Source: an optimization exercise on an open RTL-to-GDS flow (aim: small area, a short achievable clock period and few clock cycles per item). Production flows keep margins and buffers that such runs may drop.
In this exercise RTL edits were held to simulation tests only and were not proved equivalent to the original.

==> flow/design.v (outline; a module is shown in full before it is edited, if it fits) <==
// module fa: 4 lines
// module ha: 4 lines
// module reciprocal: 38 lines
// module imc: 1306 lines
module imc
  #(parameter INPUT_W = 16,
    parameter OUTPUT_W = 16)
(
    input  logic                   clk,
    input  logic                   rst_n,
    input  logic                   start,
    input  logic [INPUT_W-1:0]     aIn,
    input  logic [INPUT_W-1:0]     bIn,
    input  logic [INPUT_W-1:0]     cIn,
    input  logic [INPUT_W-1:0]     dIn,
    output logic                   ready,
    output logic [OUTPUT_W-1:0]    aOut,
    output logic [OUTPUT_W-1:0]    bOut,
    output logic [OUTPUT_W-1:0]    cOut,
    output logic [OUTPUT_W-1:0]    dOut,
    output logic                   aOut_sign,
    output logic                   bOut_sign,
    output logic                   cOut_sign,
    output logic                   dOut_sign
);
  // ...
==> flow/flow/run.sh <==
#!/bin/bash
# The standard layout (the standard.sh, all ORFS steps from synthesis
# to finish), except that buffer_ports puts a buf_1 on every input and
# output port instead of the cell it picks on its own (a slow delay cell,
# clkdlybuf4s50_1). Timing repair still resizes port buffers as it needs.
# make's output goes to flow_make.log; ORFS keeps each step's log under
# orfs/logs.
set -euo pipefail
bash standard.sh "BUFFER_PORTS_ARGS=-buffer_cell sky130_fd_sc_hd__buf_1" finish > flow_make.log 2>&1
==> flow/standard.sh <==
#!/bin/bash
# synth_recipe.tcl (not shown) runs the flow's synth.tcl, then flattens the netlist and writes it again
# the make line also repeats each setting of config.mk as NAME=value (left out here)
make -C /OpenROAD-flow-scripts/flow DESIGN_CONFIG=/design/flow/config.mk WORK_HOME=/design/flow/orfs CLKGATE_MAP_FILE= SYNTH_SCRIPT=/design/flow/synth_recipe.tcl "${@:-finish}"
==> flow/config.mk <==
export PLATFORM = sky130hd
export DESIGN_NAME = imc
export DESIGN_NICKNAME = imc
export VERILOG_FILES = /design/flow/design.v
export SDC_FILE = /design/flow/constraint.sdc
export NUM_CORES = 4
export LEC_CHECK = 0
export CAP_MARGIN = 20
export CORE_MARGIN = 2
export CORE_UTILIZATION = 60
export SETUP_SLACK_MARGIN = 3
export SLEW_MARGIN = 20
export SYNTH_HIERARCHICAL = 1
==> flow/constraint.sdc <==
create_clock -name core_clock -period 11.0 [get_ports {clk}]
set_input_delay 2.2000 -clock core_clock [delete_from_list [all_inputs] [get_ports {clk}]]
set_output_delay 2.2000 -clock core_clock [all_outputs]
set_load 0.01 [all_outputs]
==> run_results.csv, run 1 <==
group,metric,value,unit
cells_and_area,buffer_area_share,4.76,%
synthesis,synthArstFlopShare,2.22,%
routing,drtPass1Iterations,6,
setup_path,critPathMaxFanout,17,
timing,hold_viol_final,0,
place,dp_hpwl,42400,um
setup_path,path_class,"input pin to flop",
timing,setup_viol,0,
cells_and_area,fillerInstances,3042,
cells_and_area,sh_seq_area,5.91,%
synthesis,synth_most_common_cell,"nand2_1",
synthesis,ys_top_cells_by_area,"fa_1 52%, nand2_1 12%, ha_1 7.1%",
cells_and_area,final_common_cell,"nand2_1",
clock_tree,cts_made_buffers,5,
setup_path,crit_family,"adder cells",
setup_path,critPathMaxStageDelay,0.56,ns
global_route,use_met1,43.4,%
setup_path,crit_top_cell,"fa_1",
status,status,"no timing/DRC/antenna violations",
routing,dr_total_vias,16500,
timing,finalCritPeriodShare,71.9,%
global_route,grt_max_degree,45,
Testbench counts, summed over its fixed seeds: cycles 3,200, items 3,200.
==> inputs of run 2 (changes only) <==
--- a/flow/design.v
+++ b/flow/design.v
@@ -272,18 +272,45 @@
   wire t203, t204;
   fa u_t203 (.a(t143), .b(t174), .c(t175), .s(t203), .co(t204));
   wire t205, t206;
   fa u_t205 (.a(t147), .b(t176), .c(t177), .s(t205), .co(t206));
   wire t207, t208;
   fa u_t207 (.a(t178), .b(t179), .c(t151), .s(t207), .co(t208));
   wire t209, t210;
   fa u_t209 (.a(t180), .b(t155), .c(t181), .s(t209), .co(t210));
-  wire [16:0] tcy_ad_s = {1'b0, {~t208, ~t206, ~t204, ~t202, ~t200, ~t198, ~t196, ~t194, ~t192, ~t190, ~t188, ~t186, ~t184, ~t183, (aIn[0] & dIn[1]), (aIn[0] & dIn[0])}} + {1'b0, {~t209, ~t207, ~t205, ~t203, ~t201, ~t199, ~t197, ~t195, ~t193, ~t191, ~t189, ~t187, ~t185, (aIn[2] & dIn[0]), (aIn[1] & dIn[0]), 1'b0}};
-  wire tcy_ad = tcy_ad_s[16];
+  wire [15:0] tcy_ad_p = {~t208, ~t206, ~t204, ~t202, ~t200, ~t198, ~t196, ~t194, ~t192, ~t190, ~t188, ~t186, ~t184, ~t183, (aIn[0] & dIn[1]), (aIn[0] & dIn[0])} | {~t209, ~t207, ~t205, ~t203, ~t201, ~t199, ~t197, ~t195, ~t193, ~t191, ~t189, ~t187, ~t185, (aIn[2] & dIn[0]), (aIn[1] & dIn[0]), 1'b0};
+  wire [15:0] tcy_ad_g = {~t208, ~t206, ~t204, ~t202, ~t200, ~t198, ~t196, ~t194, ~t192, ~t190, ~t188, ~t186, ~t184, ~t183, (aIn[0] & dIn[1]), (aIn[0] & dIn[0])} & {~t209, ~t207, ~t205, ~t203, ~t201, ~t199, ~t197, ~t195, ~t193, ~t191, ~t189, ~t187, ~t185, (aIn[2] & dIn[0]), (aIn[1] & dIn[0]), 1'b0};
+  wire tcy_ad_G1_0 = tcy_ad_g[1] | (tcy_ad_p[1] & tcy_ad_g[0]);
+  wire tcy_ad_G3_2 = tcy_ad_g[3] | (tcy_ad_p[3] & tcy_ad_g[2]);
+  wire tcy_ad_P3_2 = tcy_ad_p[3] & tcy_ad_p[2];
+  wire tcy_ad_G3_0 = tcy_ad_G3_2 | (tcy_ad_P3_2 & tcy_ad_G1_0);
+  wire tcy_ad_G5_4 = tcy_ad_g[5] | (tcy_ad_p[5] & tcy_ad_g[4]);
+  wire tcy_ad_P5_4 = tcy_ad_p[5] & tcy_ad_p[4];
+  wire tcy_ad_G7_6 = tcy_ad_g[7] | (tcy_ad_p[7] & tcy_ad_g[6]);
+  wire tcy_ad_P7_6 = tcy_ad_p[7] & tcy_ad_p[6];
+  wire tcy_ad_G7_4 = tcy_ad_G7_6 | (tcy_ad_P7_6 & tcy_ad_G5_4);
+  wire tcy_ad_P7_4 = tcy_ad_P7_6 & tcy_ad_P5_4;
+  wire tcy_ad_G7_0 = tcy_ad_G7_4 | (tcy_ad_P7_4 & tcy_ad_G3_0);
+  wire tcy_ad_G9_8 = tcy_ad_g[9] | (tcy_ad_p[9] & tcy_ad_g[8]);
+  wire tcy_ad_P9_8 = tcy_ad_p[9] & tcy_ad_p[8];
+  wire tcy_ad_G11_10 = tcy_ad_g[11] | (tcy_ad_p[11] & tcy_ad_g[10]);
+  wire tcy_ad_P11_10 = tcy_ad_p[11] & tcy_ad_p[10];
+  wire tcy_ad_G11_8 = tcy_ad_G11_10 | (tcy_ad_P11_10 & tcy_ad_G9_8);
+  wire tcy_ad_P11_8 = tcy_ad_P11_10 & tcy_ad_P9_8;
+  wire tcy_ad_G13_12 = tcy_ad_g[13] | (tcy_ad_p[13] & tcy_ad_g[12]);
+  wire tcy_ad_P13_12 = tcy_ad_p[13] & tcy_ad_p[12];
+  wire tcy_ad_G15_14 = tcy_ad_g[15] | (tcy_ad_p[15] & tcy_ad_g[14]);
+  wire tcy_ad_P15_14 = tcy_ad_p[15] & tcy_ad_p[14];
+  wire tcy_ad_G15_12 = tcy_ad_G15_14 | (tcy_ad_P15_14 & tcy_ad_G13_12);
+  wire tcy_ad_P15_12 = tcy_ad_P15_14 & tcy_ad_P13_12;
+  wire tcy_ad_G15_8 = tcy_ad_G15_12 | (tcy_ad_P15_12 & tcy_ad_G11_8);
+  wire tcy_ad_P15_8 = tcy_ad_P15_12 & tcy_ad_P11_8;
+  wire tcy_ad_G15_0 = tcy_ad_G15_8 | (tcy_ad_P15_8 & tcy_ad_G7_0);
+  wire tcy_ad = tcy_ad_G15_0;
   wire t211, t212;
   fa u_t211 (.a(~(bIn[0] & cIn[13])), .b(~(bIn[1] & cIn[12])), .c(1'b1), .s(t211), .co(t212));
   wire t213, t214;
   fa u_t213 (.a(~(bIn[0] & cIn[14])), .b(~(bIn[1] & cIn[13])), .c(~(bIn[2] & cIn[12])), .s(t213), .co(t214));
   wire t215, t216;
   fa u_t215 (.a(~(bIn[3] & cIn[11])), .b(~(bIn[4] & cIn[10])), .c(1'b1), .s(t215), .co(t216));
   wire t217, t218;
   fa u_t217 (.a(~(bIn[0] & cIn[15])), .b(~(bIn[1] & cIn[14])), .c(~(bIn[2] & cIn[13])), .s(t217), .co(t218));
@@ -484,18 +511,45 @@
   wire t413, t414;
   fa u_t413 (.a(t353), .b(t384), .c(t385), .s(t413), .co(t414));
   wire t415, t416;
   fa u_t415 (.a(t357), .b(t386), .c(t387), .s(t415), .co(t416));
   wire t417, t418;
   fa u_t417 (.a(t388), .b(t389), .c(t361), .s(t417), .co(t418));
   wire t419, t420;
   fa u_t419 (.a(t390), .b(t365), .c(t391), .s(t419), .co(t420));
-  wire [16:0] tcy_bc_s = {1'b0, {~t418, ~t416, ~t414, ~t412, ~t410, ~t408, ~t406, ~t404, ~t402, ~t400, ~t398, ~t396, ~t394, ~t393, (bIn[0] & cIn[1]), (bIn[0] & cIn[0])}} + {1'b0, {~t419, ~t417, ~t415, ~t413, ~t411, ~t409, ~t407, ~t405, ~t403, ~t401, ~t399, ~t397, ~t395, (bIn[2] & cIn[0]), (bIn[1] & cIn[0]), 1'b0}};
-  wire tcy_bc = tcy_bc_s[16];
+  wire [15:0] tcy_bc_p = {~t418, ~t416, ~t414, ~t412, ~t410, ~t408, ~t406, ~t404, ~t402, ~t400, ~t398, ~t396, ~t394, ~t393, (bIn[0] & cIn[1]), (bIn[0] & cIn[0])} | {~t419, ~t417, ~t415, ~t413, ~t411, ~t409, ~t407, ~t405, ~t403, ~t401, ~t399, ~t397, ~t395, (bIn[2] & cIn[0]), (bIn[1] & cIn[0]), 1'b0};
+  wire [15:0] tcy_bc_g = {~t418, ~t416, ~t414, ~t412, ~t410, ~t408, ~t406, ~t404, ~t402, ~t400, ~t398, ~t396, ~t394, ~t393, (bIn[0] & cIn[1]), (bIn[0] & cIn[0])} & {~t419, ~t417, ~t415, ~t413, ~t411, ~t409, ~t407, ~t405, ~t403, ~t401, ~t399, ~t397, ~t395, (bIn[2] & cIn[0]), (bIn[1] & cIn[0]), 1'b0};
+  wire tcy_bc_G1_0 = tcy_bc_g[1] | (tcy_bc_p[1] & tcy_bc_g[0]);
+  wire tcy_bc_G3_2 = tcy_bc_g[3] | (tcy_bc_p[3] & tcy_bc_g[2]);
+  wire tcy_bc_P3_2 = tcy_bc_p[3] & tcy_bc_p[2];
+  wire tcy_bc_G3_0 = tcy_bc_G3_2 | (tcy_bc_P3_2 & tcy_bc_G1_0);
+  wire tcy_bc_G5_4 = tcy_bc_g[5] | (tcy_bc_p[5] & tcy_bc_g[4]);
+  wire tcy_bc_P5_4 = tcy_bc_p[5] & tcy_bc_p[4];
+  wire tcy_bc_G7_6 = tcy_bc_g[7] | (tcy_bc_p[7] & tcy_bc_g[6]);
+  wire tcy_bc_P7_6 = tcy_bc_p[7] & tcy_bc_p[6];
+  wire tcy_bc_G7_4 = tcy_bc_G7_6 | (tcy_bc_P7_6 & tcy_bc_G5_4);
+  wire tcy_bc_P7_4 = tcy_bc_P7_6 & tcy_bc_P5_4;
+  wire tcy_bc_G7_0 = tcy_bc_G7_4 | (tcy_bc_P7_4 & tcy_bc_G3_0);
+  wire tcy_bc_G9_8 = tcy_bc_g[9] | (tcy_bc_p[9] & tcy_bc_g[8]);
+  wire tcy_bc_P9_8 = tcy_bc_p[9] & tcy_bc_p[8];
+  wire tcy_bc_G11_10 = tcy_bc_g[11] | (tcy_bc_p[11] & tcy_bc_g[10]);
+  wire tcy_bc_P11_10 = tcy_bc_p[11] & tcy_bc_p[10];
+  wire tcy_bc_G11_8 = tcy_bc_G11_10 | (tcy_bc_P11_10 & tcy_bc_G9_8);
+  wire tcy_bc_P11_8 = tcy_bc_P11_10 & tcy_bc_P9_8;
+  wire tcy_bc_G13_12 = tcy_bc_g[13] | (tcy_bc_p[13] & tcy_bc_g[12]);
+  wire tcy_bc_P13_12 = tcy_bc_p[13] & tcy_bc_p[12];
+  wire tcy_bc_G15_14 = tcy_bc_g[15] | (tcy_bc_p[15] & tcy_bc_g[14]);
+  wire tcy_bc_P15_14 = tcy_bc_p[15] & tcy_bc_p[14];
+  wire tcy_bc_G15_12 = tcy_bc_G15_14 | (tcy_bc_P15_14 & tcy_bc_G13_12);
+  wire tcy_bc_P15_12 = tcy_bc_P15_14 & tcy_bc_P13_12;
+  wire tcy_bc_G15_8 = tcy_bc_G15_12 | (tcy_bc_P15_12 & tcy_bc_G11_8);
+  wire tcy_bc_P15_8 = tcy_bc_P15_12 & tcy_bc_P11_8;
+  wire tcy_bc_G15_0 = tcy_bc_G15_8 | (tcy_bc_P15_8 & tcy_bc_G7_0);
+  wire tcy_bc = tcy_bc_G15_0;
   wire t421, t422;
   fa u_t421 (.a(~(aIn[1] & dIn[15])), .b(~(aIn[2] & dIn[14])), .c(~(aIn[3] & dIn[13])), .s(t421), .co(t422));
   wire t423, t424;
   fa u_t423 (.a(~(aIn[4] & dIn[12])), .b(~(aIn[5] & dIn[11])), .c(~(aIn[6] & dIn[10])), .s(t423), .co(t424));
   wire t425, t426;
   fa u_t425 (.a(~(aIn[7] & dIn[9])), .b(~(aIn[8] & dIn[8])), .c(~(aIn[9] & dIn[7])), .s(t425), .co(t426));
   wire t427, t428;
   fa u_t427 (.a(~(aIn[10] & dIn[6])), .b(~(aIn[11] & dIn[5])), .c(~(aIn[12] & dIn[4])), .s(t427), .co(t428));
@@ -1331,20 +1385,176 @@
   wire od_51 = ~(mD_r[1] & r[0]);
   wire od_52 = ~(mD_r[2] & r[0]);
   wire od_53 = ~((mD_r[5] & r[6]) | (mD_r[6] & r[5]) | (mD_r[7] & r[4]));
   wire od_54 = ~((mD_r[6] & r[6]) | (mD_r[7] & r[5]));
   wire od_55 = ~((mD_r[7] & r[6]));
   assign odx = {od_55, od_54, od_53, od_47, od_45, od_42, od_40, od_38, od_36, od_34, od_32, od_52, od_50, od_49};
   assign ody = {1'b0, 1'b0, od_48, od_46, od_44, od_43, od_41, od_39, od_37, od_35, od_33, od_31, od_51, 1'b0};
   logic [13:0] pa, pb, pc, pd;
-  assign pa = ~({oax[13], oax[12], oax[11], oax[10], oax[9], oax[8], oax[7], oax[6], oax[5], oax[4], oax[3], oax[2], oax[1], oax[0]} + {1'b1, 1'b1, oay[11], oay[10], oay[9], oay[8], oay[7], oay[6], oay[5], oay[4], oay[3], oay[2], oay[1], 1'b1} + 14'd1);
-  assign pb = ~({obx[13], obx[12], obx[11], obx[10], obx[9], obx[8], obx[7], obx[6], obx[5], obx[4], obx[3], obx[2], obx[1], obx[0]} + {1'b1, 1'b1, oby[11], oby[10], oby[9], oby[8], oby[7], oby[6], oby[5], oby[4], oby[3], oby[2], oby[1], 1'b1} + 14'd1);
-  assign pc = ~({ocx[13], ocx[12], ocx[11], ocx[10], ocx[9], ocx[8], ocx[7], ocx[6], ocx[5], ocx[4], ocx[3], ocx[2], ocx[1], ocx[0]} + {1'b1, 1'b1, ocy[11], ocy[10], ocy[9], ocy[8], ocy[7], ocy[6], ocy[5], ocy[4], ocy[3], ocy[2], ocy[1], 1'b1} + 14'd1);
-  assign pd = ~({odx[13], odx[12], odx[11], odx[10], odx[9], odx[8], odx[7], odx[6], odx[5], odx[4], odx[3], odx[2], odx[1], odx[0]} + {1'b1, 1'b1, ody[11], ody[10], ody[9], ody[8], ody[7], ody[6], ody[5], ody[4], ody[3], ody[2], ody[1], 1'b1} + 14'd1);
+  wire [13:0] sa_p = {oax[13], oax[12], oax[11], oax[10], oax[9], oax[8], oax[7], oax[6], oax[5], oax[4], oax[3], oax[2], oax[1], oax[0]} ^ {1'b1, 1'b1, oay[11], oay[10], oay[9], oay[8], oay[7], oay[6], oay[5], oay[4], oay[3], oay[2], oay[1], 1'b1};
+  wire [13:0] sa_g = {oax[13], oax[12], oax[11], oax[10], oax[9], oax[8], oax[7], oax[6], oax[5], oax[4], oax[3], oax[2], oax[1], oax[0]} & {1'b1, 1'b1, oay[11], oay[10], oay[9], oay[8], oay[7], oay[6], oay[5], oay[4], oay[3], oay[2], oay[1], 1'b1};
+  wire sa_G1_0 = sa_g[1] | (sa_p[1] & (sa_g[0] | sa_p[0]));
+  wire sa_G3_2 = sa_g[3] | (sa_p[3] & sa_g[2]);
+  wire sa_P3_2 = sa_p[3] & sa_p[2];
+  wire sa_G5_4 = sa_g[5] | (sa_p[5] & sa_g[4]);
+  wire sa_P5_4 = sa_p[5] & sa_p[4];
+  wire sa_G7_6 = sa_g[7] | (sa_p[7] & sa_g[6]);
+  wire sa_P7_6 = sa_p[7] & sa_p[6];
+  wire sa_G9_8 = sa_g[9] | (sa_p[9] & sa_g[8]);
+  wire sa_P9_8 = sa_p[9] & sa_p[8];
+  wire sa_G11_10 = sa_g[11] | (sa_p[11] & sa_g[10]);
+  wire sa_P11_10 = sa_p[11] & sa_p[10];
+  wire sa_G13_12 = sa_g[13] | (sa_p[13] & sa_g[12]);
+  wire sa_P13_12 = sa_p[13] & sa_p[12];
+  wire sa_G2_0 = sa_g[2] | (sa_p[2] & sa_G1_0);
+  wire sa_G3_0 = sa_G3_2 | (sa_P3_2 & sa_G1_0);
+  wire sa_G6_4 = sa_g[6] | (sa_p[6] & sa_G5_4);
+  wire sa_P6_4 = sa_p[6] & sa_P5_4;
+  wire sa_G7_4 = sa_G7_6 | (sa_P7_6 & sa_G5_4);
+  wire sa_P7_4 = sa_P7_6 & sa_P5_4;
+  wire sa_G10_8 = sa_g[10] | (sa_p[10] & sa_G9_8);
+  wire sa_P10_8 = sa_p[10] & sa_P9_8;
+  wire sa_G11_8 = sa_G11_10 | (sa_P11_10 & sa_G9_8);
+  wire sa_P11_8 = sa_P11_10 & sa_P9_8;
+  wire sa_G4_0 = sa_g[4] | (sa_p[4] & sa_G3_0);
+  wire sa_G5_0 = sa_G5_4 | (sa_P5_4 & sa_G3_0);
+  wire sa_G6_0 = sa_G6_4 | (sa_P6_4 & sa_G3_0);
+  wire sa_G7_0 = sa_G7_4 | (sa_P7_4 & sa_G3_0);
+  wire sa_G12_8 = sa_g[12] | (sa_p[12] & sa_G11_8);
+  wire sa_P12_8 = sa_p[12] & sa_P11_8;
+  wire sa_G13_8 = sa_G13_12 | (sa_P13_12 & sa_G11_8);
+  wire sa_P13_8 = sa_P13_12 & sa_P11_8;
+  wire sa_G8_0 = sa_g[8] | (sa_p[8] & sa_G7_0);
+  wire sa_G9_0 = sa_G9_8 | (sa_P9_8 & sa_G7_0);
+  wire sa_G10_0 = sa_G10_8 | (sa_P10_8 & sa_G7_0);
+  wire sa_G11_0 = sa_G11_8 | (sa_P11_8 & sa_G7_0);
+  wire sa_G12_0 = sa_G12_8 | (sa_P12_8 & sa_G7_0);
+  wire sa_G13_0 = sa_G13_8 | (sa_P13_8 & sa_G7_0);
+  assign pa = ~{(sa_p[13] ^ sa_G12_0), (sa_p[12] ^ sa_G11_0), (sa_p[11] ^ sa_G10_0), (sa_p[10] ^ sa_G9_0), (sa_p[9] ^ sa_G8_0), (sa_p[8] ^ sa_G7_0), (sa_p[7] ^ sa_G6_0), (sa_p[6] ^ sa_G5_0), (sa_p[5] ^ sa_G4_0), (sa_p[4] ^ sa_G3_0), (sa_p[3] ^ sa_G2_0), (sa_p[2] ^ sa_G1_0), (sa_p[1] ^ (sa_g[0] | sa_p[0])), (sa_p[0] ^ 1'b1)};
+  wire [13:0] sb_p = {obx[13], obx[12], obx[11], obx[10], obx[9], obx[8], obx[7], obx[6], obx[5], obx[4], obx[3], obx[2], obx[1], obx[0]} ^ {1'b1, 1'b1, oby[11], oby[10], oby[9], oby[8], oby[7], oby[6], oby[5], oby[4], oby[3], oby[2], oby[1], 1'b1};
+  wire [13:0] sb_g = {obx[13], obx[12], obx[11], obx[10], obx[9], obx[8], obx[7], obx[6], obx[5], obx[4], obx[3], obx[2], obx[1], obx[0]} & {1'b1, 1'b1, oby[11], oby[10], oby[9], oby[8], oby[7], oby[6], oby[5], oby[4], oby[3], oby[2], oby[1], 1'b1};
+  wire sb_G1_0 = sb_g[1] | (sb_p[1] & (sb_g[0] | sb_p[0]));
+  wire sb_G3_2 = sb_g[3] | (sb_p[3] & sb_g[2]);
+  wire sb_P3_2 = sb_p[3] & sb_p[2];
+  wire sb_G5_4 = sb_g[5] | (sb_p[5] & sb_g[4]);
+  wire sb_P5_4 = sb_p[5] & sb_p[4];
+  wire sb_G7_6 = sb_g[7] | (sb_p[7] & sb_g[6]);
+  wire sb_P7_6 = sb_p[7] & sb_p[6];
+  wire sb_G9_8 = sb_g[9] | (sb_p[9] & sb_g[8]);
+  wire sb_P9_8 = sb_p[9] & sb_p[8];
+  wire sb_G11_10 = sb_g[11] | (sb_p[11] & sb_g[10]);
+  wire sb_P11_10 = sb_p[11] & sb_p[10];
+  wire sb_G13_12 = sb_g[13] | (sb_p[13] & sb_g[12]);
+  wire sb_P13_12 = sb_p[13] & sb_p[12];
+  wire sb_G2_0 = sb_g[2] | (sb_p[2] & sb_G1_0);
+  wire sb_G3_0 = sb_G3_2 | (sb_P3_2 & sb_G1_0);
+  wire sb_G6_4 = sb_g[6] | (sb_p[6] & sb_G5_4);
+  wire sb_P6_4 = sb_p[6] & sb_P5_4;
+  wire sb_G7_4 = sb_G7_6 | (sb_P7_6 & sb_G5_4);
+  wire sb_P7_4 = sb_P7_6 & sb_P5_4;
+  wire sb_G10_8 = sb_g[10] | (sb_p[10] & sb_G9_8);
+  wire sb_P10_8 = sb_p[10] & sb_P9_8;
+  wire sb_G11_8 = sb_G11_10 | (sb_P11_10 & sb_G9_8);
+  wire sb_P11_8 = sb_P11_10 & sb_P9_8;
+  wire sb_G4_0 = sb_g[4] | (sb_p[4] & sb_G3_0);
+  wire sb_G5_0 = sb_G5_4 | (sb_P5_4 & sb_G3_0);
+  wire sb_G6_0 = sb_G6_4 | (sb_P6_4 & sb_G3_0);
+  wire sb_G7_0 = sb_G7_4 | (sb_P7_4 & sb_G3_0);
+  wire sb_G12_8 = sb_g[12] | (sb_p[12] & sb_G11_8);
+  wire sb_P12_8 = sb_p[12] & sb_P11_8;
+  wire sb_G13_8 = sb_G13_12 | (sb_P13_12 & sb_G11_8);
+  wire sb_P13_8 = sb_P13_12 & sb_P11_8;
+  wire sb_G8_0 = sb_g[8] | (sb_p[8] & sb_G7_0);
+  wire sb_G9_0 = sb_G9_8 | (sb_P9_8 & sb_G7_0);
+  wire sb_G10_0 = sb_G10_8 | (sb_P10_8 & sb_G7_0);
+  wire sb_G11_0 = sb_G11_8 | (sb_P11_8 & sb_G7_0);
+  wire sb_G12_0 = sb_G12_8 | (sb_P12_8 & sb_G7_0);
+  wire sb_G13_0 = sb_G13_8 | (sb_P13_8 & sb_G7_0);
+  assign pb = ~{(sb_p[13] ^ sb_G12_0), (sb_p[12] ^ sb_G11_0), (sb_p[11] ^ sb_G10_0), (sb_p[10] ^ sb_G9_0), (sb_p[9] ^ sb_G8_0), (sb_p[8] ^ sb_G7_0), (sb_p[7] ^ sb_G6_0), (sb_p[6] ^ sb_G5_0), (sb_p[5] ^ sb_G4_0), (sb_p[4] ^ sb_G3_0), (sb_p[3] ^ sb_G2_0), (sb_p[2] ^ sb_G1_0), (sb_p[1] ^ (sb_g[0] | sb_p[0])), (sb_p[0] ^ 1'b1)};
+  wire [13:0] sc_p = {ocx[13], ocx[12], ocx[11], ocx[10], ocx[9], ocx[8], ocx[7], ocx[6], ocx[5], ocx[4], ocx[3], ocx[2], ocx[1], ocx[0]} ^ {1'b1, 1'b1, ocy[11], ocy[10], ocy[9], ocy[8], ocy[7], ocy[6], ocy[5], ocy[4], ocy[3], ocy[2], ocy[1], 1'b1};
+  wire [13:0] sc_g = {ocx[13], ocx[12], ocx[11], ocx[10], ocx[9], ocx[8], ocx[7], ocx[6], ocx[5], ocx[4], ocx[3], ocx[2], ocx[1], ocx[0]} & {1'b1, 1'b1, ocy[11], ocy[10], ocy[9], ocy[8], ocy[7], ocy[6], ocy[5], ocy[4], ocy[3], ocy[2], ocy[1], 1'b1};
+  wire sc_G1_0 = sc_g[1] | (sc_p[1] & (sc_g[0] | sc_p[0]));
+  wire sc_G3_2 = sc_g[3] | (sc_p[3] & sc_g[2]);
+  wire sc_P3_2 = sc_p[3] & sc_p[2];
+  wire sc_G5_4 = sc_g[5] | (sc_p[5] & sc_g[4]);
+  wire sc_P5_4 = sc_p[5] & sc_p[4];
+  wire sc_G7_6 = sc_g[7] | (sc_p[7] & sc_g[6]);
+  wire sc_P7_6 = sc_p[7] & sc_p[6];
+  wire sc_G9_8 = sc_g[9] | (sc_p[9] & sc_g[8]);
+  wire sc_P9_8 = sc_p[9] & sc_p[8];
+  wire sc_G11_10 = sc_g[11] | (sc_p[11] & sc_g[10]);
+  wire sc_P11_10 = sc_p[11] & sc_p[10];
+  wire sc_G13_12 = sc_g[13] | (sc_p[13] & sc_g[12]);
+  wire sc_P13_12 = sc_p[13] & sc_p[12];
+  wire sc_G2_0 = sc_g[2] | (sc_p[2] & sc_G1_0);
+  wire sc_G3_0 = sc_G3_2 | (sc_P3_2 & sc_G1_0);
+  wire sc_G6_4 = sc_g[6] | (sc_p[6] & sc_G5_4);
+  wire sc_P6_4 = sc_p[6] & sc_P5_4;
+  wire sc_G7_4 = sc_G7_6 | (sc_P7_6 & sc_G5_4);
+  wire sc_P7_4 = sc_P7_6 & sc_P5_4;
+  wire sc_G10_8 = sc_g[10] | (sc_p[10] & sc_G9_8);
+  wire sc_P10_8 = sc_p[10] & sc_P9_8;
+  wire sc_G11_8 = sc_G11_10 | (sc_P11_10 & sc_G9_8);
+  wire sc_P11_8 = sc_P11_10 & sc_P9_8;
+  wire sc_G4_0 = sc_g[4] | (sc_p[4] & sc_G3_0);
+  wire sc_G5_0 = sc_G5_4 | (sc_P5_4 & sc_G3_0);
+  wire sc_G6_0 = sc_G6_4 | (sc_P6_4 & sc_G3_0);
+  wire sc_G7_0 = sc_G7_4 | (sc_P7_4 & sc_G3_0);
+  wire sc_G12_8 = sc_g[12] | (sc_p[12] & sc_G11_8);
+  wire sc_P12_8 = sc_p[12] & sc_P11_8;
+  wire sc_G13_8 = sc_G13_12 | (sc_P13_12 & sc_G11_8);
+  wire sc_P13_8 = sc_P13_12 & sc_P11_8;
+  wire sc_G8_0 = sc_g[8] | (sc_p[8] & sc_G7_0);
+  wire sc_G9_0 = sc_G9_8 | (sc_P9_8 & sc_G7_0);
+  wire sc_G10_0 = sc_G10_8 | (sc_P10_8 & sc_G7_0);
+  wire sc_G11_0 = sc_G11_8 | (sc_P11_8 & sc_G7_0);
+  wire sc_G12_0 = sc_G12_8 | (sc_P12_8 & sc_G7_0);
+  wire sc_G13_0 = sc_G13_8 | (sc_P13_8 & sc_G7_0);
+  assign pc = ~{(sc_p[13] ^ sc_G12_0), (sc_p[12] ^ sc_G11_0), (sc_p[11] ^ sc_G10_0), (sc_p[10] ^ sc_G9_0), (sc_p[9] ^ sc_G8_0), (sc_p[8] ^ sc_G7_0), (sc_p[7] ^ sc_G6_0), (sc_p[6] ^ sc_G5_0), (sc_p[5] ^ sc_G4_0), (sc_p[4] ^ sc_G3_0), (sc_p[3] ^ sc_G2_0), (sc_p[2] ^ sc_G1_0), (sc_p[1] ^ (sc_g[0] | sc_p[0])), (sc_p[0] ^ 1'b1)};
+  wire [13:0] sd_p = {odx[13], odx[12], odx[11], odx[10], odx[9], odx[8], odx[7], odx[6], odx[5], odx[4], odx[3], odx[2], odx[1], odx[0]} ^ {1'b1, 1'b1, ody[11], ody[10], ody[9], ody[8], ody[7], ody[6], ody[5], ody[4], ody[3], ody[2], ody[1], 1'b1};
+  wire [13:0] sd_g = {odx[13], odx[12], odx[11], odx[10], odx[9], odx[8], odx[7], odx[6], odx[5], odx[4], odx[3], odx[2], odx[1], odx[0]} & {1'b1, 1'b1, ody[11], ody[10], ody[9], ody[8], ody[7], ody[6], ody[5], ody[4], ody[3], ody[2], ody[1], 1'b1};
+  wire sd_G1_0 = sd_g[1] | (sd_p[1] & (sd_g[0] | sd_p[0]));
+  wire sd_G3_2 = sd_g[3] | (sd_p[3] & sd_g[2]);
+  wire sd_P3_2 = sd_p[3] & sd_p[2];
+  wire sd_G5_4 = sd_g[5] | (sd_p[5] & sd_g[4]);
+  wire sd_P5_4 = sd_p[5] & sd_p[4];
+  wire sd_G7_6 = sd_g[7] | (sd_p[7] & sd_g[6]);
+  wire sd_P7_6 = sd_p[7] & sd_p[6];
+  wire sd_G9_8 = sd_g[9] | (sd_p[9] & sd_g[8]);
+  wire sd_P9_8 = sd_p[9] & sd_p[8];
+  wire sd_G11_10 = sd_g[11] | (sd_p[11] & sd_g[10]);
+  wire sd_P11_10 = sd_p[11] & sd_p[10];
+  wire sd_G13_12 = sd_g[13] | (sd_p[13] & sd_g[12]);
+  wire sd_P13_12 = sd_p[13] & sd_p[12];
+  wire sd_G2_0 = sd_g[2] | (sd_p[2] & sd_G1_0);
+  wire sd_G3_0 = sd_G3_2 | (sd_P3_2 & sd_G1_0);
+  wire sd_G6_4 = sd_g[6] | (sd_p[6] & sd_G5_4);
+  wire sd_P6_4 = sd_p[6] & sd_P5_4;
+  wire sd_G7_4 = sd_G7_6 | (sd_P7_6 & sd_G5_4);
+  wire sd_P7_4 = sd_P7_6 & sd_P5_4;
+  wire sd_G10_8 = sd_g[10] | (sd_p[10] & sd_G9_8);
+  wire sd_P10_8 = sd_p[10] & sd_P9_8;
+  wire sd_G11_8 = sd_G11_10 | (sd_P11_10 & sd_G9_8);
+  wire sd_P11_8 = sd_P11_10 & sd_P9_8;
+  wire sd_G4_0 = sd_g[4] | (sd_p[4] & sd_G3_0);
+  wire sd_G5_0 = sd_G5_4 | (sd_P5_4 & sd_G3_0);
+  wire sd_G6_0 = sd_G6_4 | (sd_P6_4 & sd_G3_0);
+  wire sd_G7_0 = sd_G7_4 | (sd_P7_4 & sd_G3_0);
+  wire sd_G12_8 = sd_g[12] | (sd_p[12] & sd_G11_8);
+  wire sd_P12_8 = sd_p[12] & sd_P11_8;
+  wire sd_G13_8 = sd_G13_12 | (sd_P13_12 & sd_G11_8);
+  wire sd_P13_8 = sd_P13_12 & sd_P11_8;
+  wire sd_G8_0 = sd_g[8] | (sd_p[8] & sd_G7_0);
+  wire sd_G9_0 = sd_G9_8 | (sd_P9_8 & sd_G7_0);
+  wire sd_G10_0 = sd_G10_8 | (sd_P10_8 & sd_G7_0);
+  wire sd_G11_0 = sd_G11_8 | (sd_P11_8 & sd_G7_0);
+  wire sd_G12_0 = sd_G12_8 | (sd_P12_8 & sd_G7_0);
+  wire sd_G13_0 = sd_G13_8 | (sd_P13_8 & sd_G7_0);
+  assign pd = ~{(sd_p[13] ^ sd_G12_0), (sd_p[12] ^ sd_G11_0), (sd_p[11] ^ sd_G10_0), (sd_p[10] ^ sd_G9_0), (sd_p[9] ^ sd_G8_0), (sd_p[8] ^ sd_G7_0), (sd_p[7] ^ sd_G6_0), (sd_p[6] ^ sd_G5_0), (sd_p[5] ^ sd_G4_0), (sd_p[4] ^ sd_G3_0), (sd_p[3] ^ sd_G2_0), (sd_p[2] ^ sd_G1_0), (sd_p[1] ^ (sd_g[0] | sd_p[0])), (sd_p[0] ^ 1'b1)};
   assign aOut = {2'b00, pa} | ({16{r[8]}} & {mA_r, 8'd0}) | ({16{r[7]}} & {1'b0, mA_r, 7'd0});
   assign bOut = {2'b00, pb} | ({16{r[8]}} & {mB_r, 8'd0}) | ({16{r[7]}} & {1'b0, mB_r, 7'd0});
   assign cOut = {2'b00, pc} | ({16{r[8]}} & {mC_r, 8'd0}) | ({16{r[7]}} & {1'b0, mC_r, 7'd0});
   assign dOut = {2'b00, pd} | ({16{r[8]}} & {mD_r, 8'd0}) | ({16{r[7]}} & {1'b0, mD_r, 7'd0});
   assign aOut_sign = sA_r ^ dsign_r;
   assign bOut_sign = sB_r ^ dsign_r;
   assign cOut_sign = sC_r ^ dsign_r;
   assign dOut_sign = sD_r ^ dsign_r;
==> flow/flow/run.sh (replaced) <==
#!/bin/bash
# The standard layout (the standard.sh, all ORFS steps from synthesis
# to finish), except that buffer_ports puts a buf_2 on every input and
# output port instead of the cell it picks on its own (a slow delay cell,
# clkdlybuf4s50_1). Timing repair still resizes port buffers as it needs.
# make's output goes to flow_make.log; ORFS keeps each step's log under
# orfs/logs.
set -euo pipefail
bash standard.sh "BUFFER_PORTS_ARGS=-buffer_cell sky130_fd_sc_hd__buf_2" finish > flow_make.log 2>&1
==> run_results.csv, run 2 <==
group,metric,value,unit
status,status,"no timing/DRC/antenna violations",
setup_path,crit_path_start_kind,"input pin",
global_route,grt_pass1_vias,17300,
setup_path,cp.required,11.04,ns
floorplanning,die_w,191,um
setup_path,crit_family,"adder cells",
synthesis,ys_seq_area_share,6.43,%
synthesis,synthAdderAreaFrac,60.0,%
synthesis,synthMuxAreaShare,0.293,%
cells_and_area,final_cell_mix,"678 x nand2_1, 557 x fa_1, 92 x ha_1",
synthesis,syn-cell-area,20900,um^2
synthesis,synth_compound_area_share,8.08,%
timing,clock.fmax,127,MHz
cells_and_area,nets,2889,
cells_and_area,final_cell_count_no_fill,2617,
synthesis,ys_types,71,
clock_tree,cts_made_buffers,5,
timing,finalCritPeriodShare,71.7,%
cells_and_area,layout-drive-gt1-share,9.62,%
synthesis,ys_ff_latch,45,
clock_tree,htreeDepth,2,
synthesis,synth_top_cell_area_share,54.3,%
synthesis,syn_inst,2135,
timing,hold_viol_final,0,
setup_path,path_class,"input pin to flop",
synthesis,avgSynthCellArea,9.80,um^2
timing,tns,0,ns
cells_and_area,diodes,0,
place,port_buffers,135,
flow_run,drv_cap,0,
cells_and_area,design_area,22500,um^2
routing,dr_total_vias,16000,
synthesis,synth_top_family_by_area,"adder cells",
clock_tree,clk_pin_slew,0.06,ns
cells_and_area,area_growth,7.32,%
routing,avgRoutedWirePerCell,21.6,um
synthesis,synth-edff-count,44,
setup_path,crit_path_end_kind,"flop",
timing,max-slew-margin-rel,34.1,%
cells_and_area,final_common_cell,"nand2_1",
routing,vias_per_cell,6.12,
clock_tree,cts_sinks,45,
synthesis,synth_most_common_cell,"nand2_1",
global_route,antenna_found_initial,0,
floorplanning,dieArea,36400,um^2
synthesis,ys_warn_count,8,
floorplanning,core.rowCount,68,
setup_path,path_buf_inv,1,
floorplanning,initial_core_util,60.7,%
routing,drcViolationCount,0,
global_route,grt_max_degree,45,
global_route,grt_util_all_layers,32.2,%
global_route,gr-total-overflow,0,
setup_path,critPathMaxFanout,17,
routing,routed_wirelength,56500,um
timing,maxSlewViolCount,0,
timing,rsz0062_at_grt,"yes",
timing,tightest_slew,0.989,ns
synthesis,yosys.area_share.simple,16.5,%
floorplanning,dieHeight,191,um
synthesis,yosys.area.top_type,"fa_1",
setup_path,critPathMaxStageDelay,0.58,ns
timing,finalCriticalPeriod,7.89,ns
synthesis,ys_top_cells_by_area,"fa_1 54%, nand2_1 12%, edfxtp_1 6.3%",
hold_path,hp-class,"input pin to asynchronous set/reset pin",
synthesis,ys.flop_type,"edfxtp_1",
setup_path,slowest_stage,"fa_2",
setup_path,crit_chain,"buf_6 > nand2_1 > fa_1 > fa_1 > fa_1 > fa_2 > fa_1 > fa_2 > o31ai_1 > nand2_1 > o221ai_4 > a221oi_4 > a22oi_2 > fa_2 > fa_2 > a21o_1 > a21oi_2 > xnor2_2 > xnor2_1 > o21ai_1 > xnor2_1",
clock_tree,cts_buffer_depth,2,
place,place.gp.congestion,0.893,
routing,drtPass1Iterations,6,
routing,drt-initial-drc-count,1223,
floorplanning,core-area,34500,um^2
setup_path,critPathArrivalTime,7.93,ns
timing,setup_viol,0,
place,dp_hpwl,42600,um
synthesis,synth_common_cells,"678 x nand2_1, 568 x fa_1, 139 x clkbuf_1",
global_route,grt_pass1_wl,91600,um
routing,ant_nets,0,
synthesis,synthArstFlopShare,2.22,%
floorplanning,io_pins,136,
place,post-place-cells,2592,
synthesis,synth-xor-area-share,3.22,%
clock_tree,cts_tree,"built",
place,place_area,21700,um^2
clock_tree,clockRootBuffer,"clkbuf_16",
run 2: modules after synthesis (local to each module, per instance):
| module | area, um^2 | flops+latches |
|---|---|---|
| ha | 12.5 | 0 |
| reciprocal | 399 | 0 |
| imc | 9370 | 45 |
| fa | 20.0 | 0 |
run 2: stage by stage:
step / setup WS [ns] / util, % / hold WS [ns]
after floorplan: 3.00 / - / 1.90
after global placement: 2.30 / 62.9 / 1.97
after detailed placement: 2.23 / 62.9 / 1.98
after CTS: 3.00 / 63.9 / 1.67
after global routing: 2.89 / 65.2 / 1.67
final: 3.11 / 65.2 / 1.67
run 2: worst max path at each step:
stage | from | to | slack, ns | cells after the start
after floorplan | dIn[4] | dsign_r$_DFFE_PP_ | 3.00 | 19
after global placement | dIn[14] | dsign_r$_DFFE_PP_ | 2.30 | 21
after detailed placement | dIn[12] | dsign_r$_DFFE_PP_ | 2.23 | 21
after CTS | dIn[4] | dsign_r$_DFFE_PP_ | 3.00 | 20
after global routing | bIn[0] | dsign_r$_DFFE_PP_ | 2.89 | 20
final | aIn[2] | dsign_r$_DFFE_PP_ | 3.11 | 21
run 2: area by class of cell:
class,count,area (um^2)
clock buffers,5,125
clock inverters,3,43.8
fillers,2829,12000
inverters,92,345
multi-input cells,1855,18800
flip-flops and latches,45,1350
well taps,455,569
repair buffers,162,1260
run 2: cell families (layout without fill, tap and decap cells):
| kind of cell | Yosys count | after routing |
|---|---|---|
| compound gates | 229 | 229 |
| xor+xnor | 76 | 76 |
| fa+ha+maj | 663 | 663 |
| buf+inv | 289 | 262 |
| flops | 45 | 45 |
| mux | 6 | 6 |
| other cells | 1 | 55 |
| simple gates | 826 | 826 |
run 2: repair_timing:
item	in CTS	in global routing
resized for setup	56	116
endpoints found under the hold margin	0	0
pin swaps	5	12
hold buffers	0	0
setup endpoints to repair	27	18
setup buffers	5	12
run 2: metal layers:
layer | vias up | part of all wire, % | GRT usage [%]
li1 | 6830 | - | -
met1 | 8371 | 41 | 45.4
met2 | 749 | 50 | 53.7
met3 | 78 | 7.0 | 3.75
met4 | 0 | 2.4 | 8.35
met5 | - | 0 | 0
Testbench counts of run 2, summed over its fixed seeds: cycles 3,200, items 3,200.
==> inputs of run 3 (changes only) <==
--- a/flow/config.mk
+++ b/flow/config.mk
@@ -10,2 +10,3 @@
 export CORE_UTILIZATION = 60
+export PLACE_DENSITY = 0.75
 export SETUP_SLACK_MARGIN = 3
==> run_results.csv, run 3 <==
group,metric,value,unit
cells_and_area,final_cell_mix,"678 x nand2_1, 564 x fa_1, 92 x inv_1, 92 x ha_1, 73 x buf_2",
floorplanning,initial_core_util,60.7,%
setup_path,critPathMaxFanout,16,
synthesis,ys_types,71,
global_route,grt_pass1_wl,91700,um
routing,drt-initial-drc-count,1833,
synthesis,synth_top_cell_area_share,54.3,%
global_route,grt_max_degree,45,
floorplanning,core-area,34500,um^2
place,place.gp.congestion,0.966,
cells_and_area,diodes,0,
setup_path,path_class,"input pin to flop",
clock_tree,cts_sinks,45,
synthesis,ys_top_cells_by_area,"fa_1 54%, nand2_1 12%, edfxtp_1 6.3%",
setup_path,critPathArrivalTime,7.91,ns
hold_path,hp-class,"input pin to asynchronous set/reset pin",
synthesis,ys_ff_latch,45,
global_route,antenna_found_initial,0,
global_route,gr-total-overflow,0,
timing,clock.fmax,127,MHz
routing,vias_per_cell,6.29,
floorplanning,dieHeight,191,um
clock_tree,clockRootBuffer,"clkbuf_16",
status,status,"no timing/DRC/antenna violations",
clock_tree,cts_buffer_depth,2,
clock_tree,ctsHoldBuffers,0,
routing,avgRoutedWirePerCell,21.7,um
cells_and_area,final_common_cell,"nand2_1",
synthesis,synth_most_common_cell,"nand2_1",
synthesis,synthArstFlopShare,2.22,%
synthesis,ys.flop_type,"edfxtp_1",
routing,routed_wirelength,56700,um
timing,tns,0,ns
setup_path,crit_path_end_kind,"flop",
floorplanning,dieArea,36400,um^2
routing,drtPass1Iterations,7,
cells_and_area,layout-drive-gt1-share,9.21,%
cells_and_area,nets,2888,
setup_path,crit_path_start_kind,"input pin",
timing,setup_viol,0,
place,port_buffers,135,
timing,max-slew-margin-rel,33.3,%
synthesis,synth-edff-count,44,
setup_path,cp.required,11.04,ns
synthesis,synth_common_cells,"678 x nand2_1, 568 x fa_1, 139 x clkbuf_1",
routing,drcViolationCount,0,
timing,tightest_slew,1.00,ns
synthesis,ys_warn_count,8,
timing,maxSlewViolCount,0,
synthesis,syn_inst,2135,
place,dp_hpwl,42300,um
synthesis,avgSynthCellArea,9.80,um^2
cells_and_area,area_growth,6.68,%
floorplanning,io_pins,136,
floorplanning,core.rowCount,68,
synthesis,ys_seq_area_share,6.43,%
synthesis,syn-cell-area,20900,um^2
routing,ant_nets,0,
global_route,grt_pass1_vias,17500,
global_route,grt_util_all_layers,32.2,%
synthesis,yosys.area.top_type,"fa_1",
timing,finalCritPeriodShare,71.5,%
clock_tree,cts_made_buffers,5,
flow_run,drv_cap,0,
clock_tree,cts_tree,"built",
clock_tree,htreeDepth,2,
timing,hold_viol_final,0,
timing,finalCriticalPeriod,7.87,ns
timing,rsz0062_at_grt,"no",
routing,dr_total_vias,16400,
clock_tree,clk_pin_slew,0.07,ns
floorplanning,die_w,191,um
## run 3: cell type report
cell class	count	area, um^2
Multi-Input combinational cell	1855	18700
Fill cell	2752	12100
Sequential cell	45	1350
Timing Repair Buffer	161	1160
Tap cell	455	569
Inverter	92	345
Clock buffer	5	125
Clock inverter	3	68.8
## run 3: path summary, 6_finish.rpt
kind                       startpoint  cells after the start                end
max                            aIn[0]                     21  dsign_r$_DFFE_PP_
min                             rst_n                      1  ready_r$_DFF_PN0_
max in group asynchronous       rst_n                      1  ready_r$_DFF_PN0_
min in group core_clock       dIn[15]                      1     sA_r$_DFFE_PP_
## run 3: Yosys stat by module, one instance, submodules excluded
module	copies in the design	flops+latches	area, um^2
reciprocal	1	0	399
imc	1	45	9370
ha	15	0	12.5
fa	548	0	20.0
## run 3: through the flow
step	hold WS, ns	setup WS (ns)	instances	instance area (um^2)	utilization (%)
floorplan	1.90	3.00	2189	21200	-
global placement	1.97	2.27	2592	21700	62.9
detailed placement	1.99	2.16	2592	21700	62.9
CTS	1.69	3.00	2605	22000	63.9
global route	1.68	3.00	2616	22300	64.8
finish	1.69	3.13	2616	22300	64.8
## run 3: critical path, stage by stage
cell and delay [ns]:
buf_8 0.15, nand2_1 0.11, fa_1 0.56, fa_1 0.43
fa_1 0.46, fa_1 0.39, fa_1 0.46, fa_2 0.57
o31ai_1 0.07, nand2_1 0.11, o221ai_2 0.16, a221oi_2 0.35
a22oi_2 0.22, fa_2 0.40, fa_2 0.36, a21o_1 0.18
a21oi_2 0.17, xnor2_2 0.17, xnor2_2 0.16, o21ai_1 0.09
xnor2_1 0.13
## run 3: per-layer routing
| metal | track usage [%] | vias up | wire, um | share of wire, % |
|---|---|---|---|---|
| li1 | - | 6828 | - | - |
| met1 | 44.3 | 8421 | 21400 | 38 |
| met2 | 53.3 | 1035 | 28300 | 50 |
| met3 | 4.32 | 164 | 5330 | 9.4 |
| met4 | 10.6 | 0 | 1770 | 3.1 |
| met5 | 0 | - | 0 | 0 |
## run 3: cells by family (layout without fill, tap and decap cells)
family                     Yosys count  after routing  share of synthesized area (%)
AOI/OAI and AO/OA                  229            229                           8.08
DFF                                 45             45                           6.43
xor gates and xnor gates            76             76                           3.22
other                                1             55                         0.0179
muxes                                6              6                          0.293
adders and majority gates          663            663                           60.0
and+or+nand+nor                    826            826                           16.5
buffers and inverters              289            261                           5.43
## run 3: what timing repair did
action | 4_1_cts | 5_1_grt
pin swaps | 2 | 7
gates resized for setup | 40 | 96
setup endpoints to repair | 23 | 17
buffers inserted | 5 | 11
==> inputs of run 4 (changes only) <==
--- a/flow/config.mk
+++ b/flow/config.mk
@@ -9,4 +9,3 @@
 export CORE_MARGIN = 2
-export CORE_UTILIZATION = 60
-export PLACE_DENSITY = 0.75
+export CORE_UTILIZATION = 70
 export SETUP_SLACK_MARGIN = 3
==> run_results.csv, run 4 <==
group,metric,value,unit
global_route,gr-total-overflow,0,
global_route,antenna_found_initial,0,
synthesis,synth_most_common_cell,"nand2_1",
routing,drt-initial-drc-count,1966,
floorplanning,dieHeight,177,um
flow_run,drv_cap,0,
setup_path,crit_path_start_kind,"input pin",
setup_path,crit_path_end_kind,"flop",
floorplanning,die_w,177,um
global_route,grt_pass1_wl,89500,um
timing,hold_viol_final,0,
timing,max-slew-margin-rel,33.8,%
place,port_buffers,135,
synthesis,ys_warn_count,8,
timing,tns,0,ns
timing,maxSlewViolCount,0,
cells_and_area,nets,2892,
setup_path,critPathMaxFanout,18,
setup_path,path_class,"input pin to flop",
cells_and_area,final_cell_mix,"677 x nand2_1, 552 x fa_1, 92 x inv_1, 92 x ha_1, 73 x buf_2",
setup_path,cp.required,11.04,ns
floorplanning,core.rowCount,63,
setup_path,crit_chain,"buf_6 > nand2_1 > fa_1 > fa_1 > fa_1 > fa_1 > fa_1 > a222oi_1 > a22oi_1 > maj3_1 > o211ai_1 > o21ai_2 > fa_2 > fa_2 > a21o_1 > a21oi_2 > xnor2_2 > xnor2_1 > o21ai_1 > xnor2_1",
place,pre_cts_ws,2.42,ns
hold_path,hp-class,"input pin to asynchronous set/reset pin",
floorplanning,dieArea,31300,um^2
global_route,grt_pass1_vias,17600,
timing,finalCriticalPeriod,7.83,ns
place,dp_hpwl,41900,um
setup_path,crit_top_cell,"fa_1",
synthesis,yosys.area.top_type,"fa_1",
global_route,grt_max_degree,45,
routing,drtPass1Iterations,9,
timing,setup_viol,0,
timing,setup_slack,3.17,ns
clock_tree,htreeDepth,2,
setup_path,critPathMaxStageDelay,0.59,ns
synthesis,syn-cell-area,20900,um^2
synthesis,synthArstFlopShare,2.22,%
status,status,"no timing/DRC/antenna violations",
cells_and_area,diodes,0,
synthesis,ys_top_cells_by_area,"fa_1 54%, nand2_1 12%, edfxtp_1 6.3%",
clock_tree,cts_buffer_depth,2,
setup_path,crit_family,"adder cells",
synthesis,ys_ff_latch,45,
cells_and_area,postLayoutCoreUtil,76.5,%
cells_and_area,layout-drive-gt1-share,10.1,%
cells_and_area,final_common_cell,"nand2_1",
setup_path,path_buf_inv,1,
timing,clock.fmax,128,MHz
place,post-place-cells,2527,
setup_path,slowest_stage,"fa_1",
timing,finalCritPeriodShare,71.2,%
synthesis,synth_common_cells,"678 x nand2_1, 568 x fa_1, 139 x clkbuf_1",
global_route,grt_util_all_layers,36.8,%
routing,avgRoutedWirePerCell,22.1,um
cells_and_area,final_cell_count_no_fill,2555,
synthesis,ys_seq_area_share,6.43,%
synthesis,ys_types,71,
clock_tree,clockRootBuffer,"clkbuf_16",
clock_tree,cts_tree,"built",
routing,ant_nets,0,
floorplanning,io_pins,136,
clock_tree,cts_sinks,45,
setup_path,critPathArrivalTime,7.87,ns
timing,hold_ws,1.67,ns
synthesis,synth-edff-count,44,
timing,rsz0062_at_grt,"no",
synthesis,ys.flop_type,"edfxtp_1",
routing,routed_wirelength,56400,um
synthesis,avgSynthCellArea,9.80,um^2
floorplanning,core-area,29600,um^2
routing,vias_per_cell,6.49,
place,place.gp.congestion,0.930,
synthesis,syn_inst,2135,
floorplanning,initial_core_util,70.8,%
cells_and_area,fillerInstances,2040,
timing,tightest_slew,0.992,ns
synthesis,synth_top_cell_area_share,54.3,%
clock_tree,cts_made_buffers,5,
clock_tree,clk_pin_slew,0.06,ns
cells_and_area,area_growth,7.99,%
routing,dr_total_vias,16600,
routing,drcViolationCount,0,
run 4: per-layer routing:
layer	vias to the layer above	share of wire (%)	global-route usage (%)	wire length (um)
met5	-	0	0	0
met4	0	3.7	13.0	2120
met3	201	9.3	5.22	5240
met2	1091	51	62.3	28700
met1	8461	36	49.2	20400
li1	6840	-	-	-
run 4: per-module statistics from Yosys (local to each module, per instance):
module / cell area, um^2 / copies in the design / flops+latches / cells inside
reciprocal: 399 / 1 / 0 / 55
imc: 9370 / 1 / 45 / 1517
ha: 12.5 / 15 / 0 / 1
fa: 20.0 / 548 / 0 / 1
run 4: worst paths after layout:
path,startpoint,end,slack [ns],cells past startpoint
setup / recovery,cIn[10],dsign_r$_DFFE_PP_,3.17,20
hold / removal,rst_n,ready_r$_DFF_PN0_,1.67,1
max in group asynchronous,rst_n,ready_r$_DFF_PN0_,9.25,1
min in group core_clock,dIn[15],sA_r$_DFFE_PP_,2.22,1
run 4: cell type report:
class / count / area [um^2] / area share, %
clock buffer: 5 / 125 / 0.554
clock inverter: 3 / 68.8 / 0.304
inverter: 92 / 345 / 1.53
multi-input combinational: 1855 / 18800 / 83.0
sequential: 45 / 1350 / 5.96
tap: 390 / 488 / 2.16
timing repair buffer: 165 / 1460 / 6.45
run 4: metrics by stage:
stage                     cell area (um^2)
after global routing                 22600
after floorplan                      21200
after detailed placement             21600
after CTS                            21900
after global placement               21600
final                                22600
run 4: logic make-up (layout without fill, tap and decap cells):
| family | after synthesis | count (layout) | synth area share [%] |
|---|---|---|---|
| and+or+nand+nor | 826 | 826 | 16.5 |
| muxes | 6 | 6 | 0.293 |
| other | 1 | 55 | 0.0179 |
| adders and majority gates | 663 | 663 | 60.0 |
| xor gates and xnor gates | 76 | 76 | 3.22 |
| AOI/OAI and AO/OA | 229 | 229 | 8.08 |
| buffers and inverters | 289 | 265 | 5.43 |
| DFF | 45 | 45 | 6.43 |
run 4: repair_timing:
item | CTS | global route
resized for setup | 52 | 170
hold buffers | 0 | 0
pin swaps | 1 | 13
setup buffers | 0 | 20
setup endpoints to repair | 13 | 22

[separate check: timing with driven ports]
In the flow no input, the clock included, has a driving cell. The finished layouts below were timed again as built, in two steps. Step 1, drivers: a clkbuf_16 drives clk and a buf_2 each remaining input, both assumed. Step 2 moves the port delays by t, midway between the first and last clock arrival at a register: inputs arrive t later, outputs are due t later. That takes back most of the time a late clock gives input paths. Slacks: ideal / step 1 / step 2; pairs: ideal / step 1.
run	t, ns	setup WS [ns]	worst register clock-pin slew, ns	worst data-port slew with drivers (ns)
run 1	0.329	3.088 / 3.098 / 2.770	0.07 / 0.07	0.06
run 2	0.323	3.109 / 3.087 / 2.764	0.06 / 0.06	0.07
run 3	0.324	3.131 / 3.080 / 2.757	0.07 / 0.07	0.09
run 4	0.324	3.170 / 3.157 / 2.833	0.06 / 0.06	0.07
After both steps setup and hold are still met in every run listed. For run 3, which loses most, drivers alone change the setup slack by -0.051 ns; drivers and shift together by -0.374 ns.
